Background: an optimization exercise with open tools, aiming at small area and a short achievable clock period. Do not read the settings as production practice.
Where RTL was checked, it was by simulation tests only, not by an equivalence proof against the original.
Power figures rest on the tool's default switching activity, not on a simulated workload.

==> flow/design.v <==
module yuv422_to_rgb
(
    input       wire        clk     ,
    input       wire        cke     ,
    input       wire        yuv_hs  ,
    input       wire        yuv_vs  ,
    input       wire        yuv_de  ,
    input       wire [9 :0] yuv_y   ,
    input       wire [9 :0] yuv_c   ,
    output      wire        rgb_hs  ,
    output      wire        rgb_vs  ,
    output      wire        rgb_de  ,
    output      wire [23:0] rgb_dat
);
wire [7:0] y8 = yuv_y[9:2];
wire [7:0] c8 = yuv_c[9:2];
wire [7:0] y_cl = (y8[7:4] == 4'd0) ? 8'd16 : (y8 > 8'd235) ? 8'd235 : y8;
wire [7:0] c_cl = (c8[7:4] == 4'd0) ? 8'd16 : (c8[7:4] == 4'd15) ? 8'd239 : c8;
reg        cr;
reg  [7:0] s1_y, cbuf, s2_y, p_u, p_v;
reg  [6:0] t_l;  reg t_c;  reg [8:0] t_h;
reg  [9:0] p_l;  reg p_c;  reg [7:0] p_h;
reg  [5:0] m_l;  reg [1:0] m_c;  reg [6:0] m_h;
reg  [6:0] b_l;  reg b_c;  reg [8:0] b_h;
reg  [9:0] r_h, g_h, b4_h;
reg  [2:0] r_c;  reg [3:0] g_c;  reg [1:0] b4_c;
reg  [7:0] s5_r, s5_g, s5_b, s6_r, s6_g, s6_b;
reg  [2:0] sy1, sy2, sy3, sy4, sy5, sy6;
wire [15:0] tyh;
assign tyh[0] = 16'h0000 >> s2_y[7:4];
assign tyh[1] = 16'h0000 >> s2_y[7:4];
assign tyh[2] = 16'h0000 >> s2_y[7:4];
assign tyh[3] = 16'h0000 >> s2_y[7:4];
assign tyh[4] = 16'haaaa >> s2_y[7:4];
assign tyh[5] = 16'hcccc >> s2_y[7:4];
assign tyh[6] = 16'h5a5a >> s2_y[7:4];
assign tyh[7] = 16'h936c >> s2_y[7:4];
assign tyh[8] = 16'hb6da >> s2_y[7:4];
assign tyh[9] = 16'hdb6c >> s2_y[7:4];
assign tyh[10] = 16'h1c70 >> s2_y[7:4];
assign tyh[11] = 16'hb52a >> s2_y[7:4];
assign tyh[12] = 16'h264c >> s2_y[7:4];
assign tyh[13] = 16'h3870 >> s2_y[7:4];
assign tyh[14] = 16'h3f80 >> s2_y[7:4];
assign tyh[15] = 16'hc000 >> s2_y[7:4];
wire [11:0] tyl;
assign tyl[0] = 16'haaaa >> s2_y[3:0];
assign tyl[1] = 16'hcccc >> s2_y[3:0];
assign tyl[2] = 16'h5a5a >> s2_y[3:0];
assign tyl[3] = 16'h936c >> s2_y[3:0];
assign tyl[4] = 16'hb6da >> s2_y[3:0];
assign tyl[5] = 16'hdb6c >> s2_y[3:0];
assign tyl[6] = 16'h1c70 >> s2_y[3:0];
assign tyl[7] = 16'hb52a >> s2_y[3:0];
assign tyl[8] = 16'h264c >> s2_y[3:0];
assign tyl[9] = 16'h3870 >> s2_y[3:0];
assign tyl[10] = 16'h3f80 >> s2_y[3:0];
assign tyl[11] = 16'hc000 >> s2_y[3:0];
wire [17:0] tph;
assign tph[0] = 16'h0000 >> p_v[7:4];
assign tph[1] = 16'h0000 >> p_v[7:4];
assign tph[2] = 16'h0000 >> p_v[7:4];
assign tph[3] = 16'h0000 >> p_v[7:4];
assign tph[4] = 16'h2aaa >> p_v[7:4];
assign tph[5] = 16'h4ccc >> p_v[7:4];
assign tph[6] = 16'h0f0f >> p_v[7:4];
assign tph[7] = 16'h0ff0 >> p_v[7:4];
assign tph[8] = 16'h5aaa >> p_v[7:4];
assign tph[9] = 16'h3999 >> p_v[7:4];
assign tph[10] = 16'h52d2 >> p_v[7:4];
assign tph[11] = 16'h631c >> p_v[7:4];
assign tph[12] = 16'h294a >> p_v[7:4];
assign tph[13] = 16'h18c6 >> p_v[7:4];
assign tph[14] = 16'h2d6b >> p_v[7:4];
assign tph[15] = 16'h318c >> p_v[7:4];
assign tph[16] = 16'h41f0 >> p_v[7:4];
assign tph[17] = 16'h7e00 >> p_v[7:4];
wire [13:0] tpl;
assign tpl[0] = 16'haaaa >> p_v[3:0];
assign tpl[1] = 16'hcccc >> p_v[3:0];
assign tpl[2] = 16'hf0f0 >> p_v[3:0];
assign tpl[3] = 16'hff00 >> p_v[3:0];
assign tpl[4] = 16'haaaa >> p_v[3:0];
assign tpl[5] = 16'h6666 >> p_v[3:0];
assign tpl[6] = 16'hb4b4 >> p_v[3:0];
assign tpl[7] = 16'hc738 >> p_v[3:0];
assign tpl[8] = 16'had6a >> p_v[3:0];
assign tpl[9] = 16'h9ce6 >> p_v[3:0];
assign tpl[10] = 16'hd6b4 >> p_v[3:0];
assign tpl[11] = 16'he738 >> p_v[3:0];
assign tpl[12] = 16'h07c0 >> p_v[3:0];
assign tpl[13] = 16'hf800 >> p_v[3:0];
wire [7:0]  t_lo = tyh[6:0] + tyl[6:0];
wire [8:0]  t_hi = tyh[15:7] + tyl[11:7];
wire [10:0] p_lo = tph[9:0] + tpl[9:0];
wire [7:0]  p_hi = tph[17:10] + tpl[13:10];
wire [7:0]  m_lo = p_v[5:0] + p_u[5:0] + {p_u[2:0], 3'b000} + {p_u[1:0], 4'b0000};
wire [6:0]  m_hi = p_v[7:6] + p_u[7:6] + p_u[7:3] + p_u[7:2];
wire [7:0]  b_lo = {1'b0, p_u[7:2]} + {p_u[5:0], 1'b0} + 7'd16;
wire [8:0]  b_hi = {p_u, 1'b0} + p_u[7:6] - 9'd21;
wire [11:0] r_lo = {t_l, 2'b00} + p_l + {p_c, t_c, 9'd0};
wire [9:0]  r_hi = t_h + {p_h, 1'b0};
wire [13:0] g_lo = {t_l, 3'b000} + {4'b0000, ~p_l} + {~m_l, 4'b0000} + {t_c, 10'd0} + {~p_c, 10'd0} + {~m_c, 10'd0} + 14'd81;
wire [9:0]  g_hi = t_h + {2'b00, ~p_h} + {3'b000, ~m_h} + 10'd20;
wire [8:0]  b4_lo = t_l + b_l + {b_c, 7'd0} + {t_c, 7'd0};
wire [9:0]  b4_hi = t_h + b_h;
function [7:0] sat;
    input [9:0] z;
    sat = z[9] ? 8'd255 : (z[8] ? z[7:0] : 8'd0);
endfunction
always @(posedge clk) begin
    if (cke) begin
        cr   <= yuv_de & ~cr;
        s1_y <= y_cl;
        if (yuv_de & ~cr) cbuf <= c_cl;
        if (yuv_de &  cr) begin
            p_u <= cbuf;
            p_v <= c_cl;
        end
        s2_y <= s1_y;
        t_l <= t_lo[6:0];  t_c <= t_lo[7];   t_h <= t_hi;
        p_l <= p_lo[9:0];  p_c <= p_lo[10];  p_h <= p_hi;
        m_l <= m_lo[5:0];  m_c <= m_lo[7:6]; m_h <= m_hi;
        b_l <= b_lo[6:0];  b_c <= b_lo[7];   b_h <= b_hi;
        r_h  <= r_hi;   r_c  <= r_lo[11:9];
        g_h  <= g_hi;   g_c  <= g_lo[13:10];
        b4_h <= b4_hi;  b4_c <= b4_lo[8:7];
        s5_r <= sat(r_h + r_c);
        s5_g <= sat(g_h + g_c);
        s5_b <= sat(b4_h + b4_c);
        s6_r <= s5_r; s6_g <= s5_g; s6_b <= s5_b;
        sy1 <= {yuv_hs, yuv_vs, yuv_de};
        sy2 <= sy1; sy3 <= sy2; sy4 <= sy3; sy5 <= sy4; sy6 <= sy5;
    end
end
assign {rgb_hs, rgb_vs, rgb_de} = sy6;
assign rgb_dat = {s6_r, s6_g, s6_b};
endmodule
export LEC_CHECK = 0
export CAP_MARGIN = 20
export CORE_MARGIN = 2
export CORE_UTILIZATION = 40
export SETUP_SLACK_MARGIN = 1.6
export SLEW_MARGIN = 20
create_clock -name core_clock -period 4.5 [get_ports {clk}]
standard.sh (not shown) runs the stock make flow with config.mk's settings and CLKGATE_MAP_FILE= SYNTH_SCRIPT=/design/flow/synth_recipe.tcl, a recipe that flattens the netlist after the stock synthesis.
==> flow/flow/run.sh <==
#!/bin/bash
# Standard ORFS layout (the standard.sh) with changes that do not touch the design:
#  - ports are buffered with buf_2 instead of the default delay-cell choice
#  - CTS: no dummy load cells, chosen clock buffers and sink cluster size
set -o pipefail
export BUFFER_PORTS_ARGS="-buffer_cell sky130_fd_sc_hd__buf_2"
export CTS_ARGS="-sink_clustering_enable -repair_clock_nets -dont_use_dummy_load -buf_list sky130_fd_sc_hd__clkbuf_8 -sink_clustering_size 16 -sink_clustering_max_diameter 100"
bash standard.sh > standard.log 2>&1
Rerun with:
--- a/flow/design.v
+++ b/flow/design.v
@@ -98,13 +98,21 @@
 wire [6:0]  m_hi = p_v[7:6] + p_u[7:6] + p_u[7:3] + p_u[7:2];
 wire [7:0]  b_lo = {1'b0, p_u[7:2]} + {p_u[5:0], 1'b0} + 7'd16;
 wire [8:0]  b_hi = {p_u, 1'b0} + p_u[7:6] - 9'd21;
 wire [11:0] r_lo = {t_l, 2'b00} + p_l + {p_c, t_c, 9'd0};
 wire [9:0]  r_hi = t_h + {p_h, 1'b0};
 wire [13:0] g_lo = {t_l, 3'b000} + {4'b0000, ~p_l} + {~m_l, 4'b0000} + {t_c, 10'd0} + {~p_c, 10'd0} + {~m_c, 10'd0} + 14'd81;
-wire [9:0]  g_hi = t_h + {2'b00, ~p_h} + {3'b000, ~m_h} + 10'd20;
+wire [9:0]  ga = {1'b0, t_h};
+wire [9:0]  gb = {2'b00, ~p_h};
+wire [9:0]  gm = {3'b000, ~m_h};
+wire [9:0]  gs1 = ga ^ gb ^ gm;
+wire [9:0]  gc1 = {(ga[8:0] & gb[8:0]) | (ga[8:0] & gm[8:0]) | (gb[8:0] & gm[8:0]), 1'b0};
+wire [9:0]  gk = 10'd20;
+wire [9:0]  gs2 = gs1 ^ gc1 ^ gk;
+wire [9:0]  gc2 = {(gs1[8:0] & gc1[8:0]) | (gs1[8:0] & gk[8:0]) | (gc1[8:0] & gk[8:0]), 1'b0};
+wire [9:0]  g_hi = gs2 + gc2;
 wire [8:0]  b4_lo = t_l + b_l + {b_c, 7'd0} + {t_c, 7'd0};
 wire [9:0]  b4_hi = t_h + b_h;
 function [7:0] sat;
     input [9:0] z;
     sat = z[9] ? 8'd255 : (z[8] ? z[7:0] : 8'd0);
 endfunction
Cell area decreases slightly.
Total power decreases slightly.
Count of clock-buffer cells in the layout is unchanged.
Hold slack is better by 7.9 ps.
Non-clock buffer count decreases by 14.
Utilization decreases by 1.0 points.
Maximum frequency increases by a few percent.
Final cell count increases slightly.
For the second run of this note, only the layout was checked, not whether the RTL still works.

## static timing again, ports no longer ideal
Ports are ideal in the flow. The routed layouts listed here were re-timed in OpenROAD.
Step 1: set_driving_cell puts a clkbuf_16 on clk and a buf_2 on each other input, an assumption about the parent block.
Step 2 moves the port delays by t, midway between the first and last clock arrival at a register: inputs arrive t later, outputs are due t later. That takes back most of the time a late clock gives input paths.
Slacks: no drivers / after step 1 / after step 2; pairs: no drivers / after step 1.
run	t, ns	setup WS [ns]	worst data-port slew with drivers (ns)
the first run	0.547	1.650 / 1.650 / 1.650	0.03
the second run	0.541	1.707 / 1.707 / 1.707	0.05
After both steps every run listed still meets setup and hold.
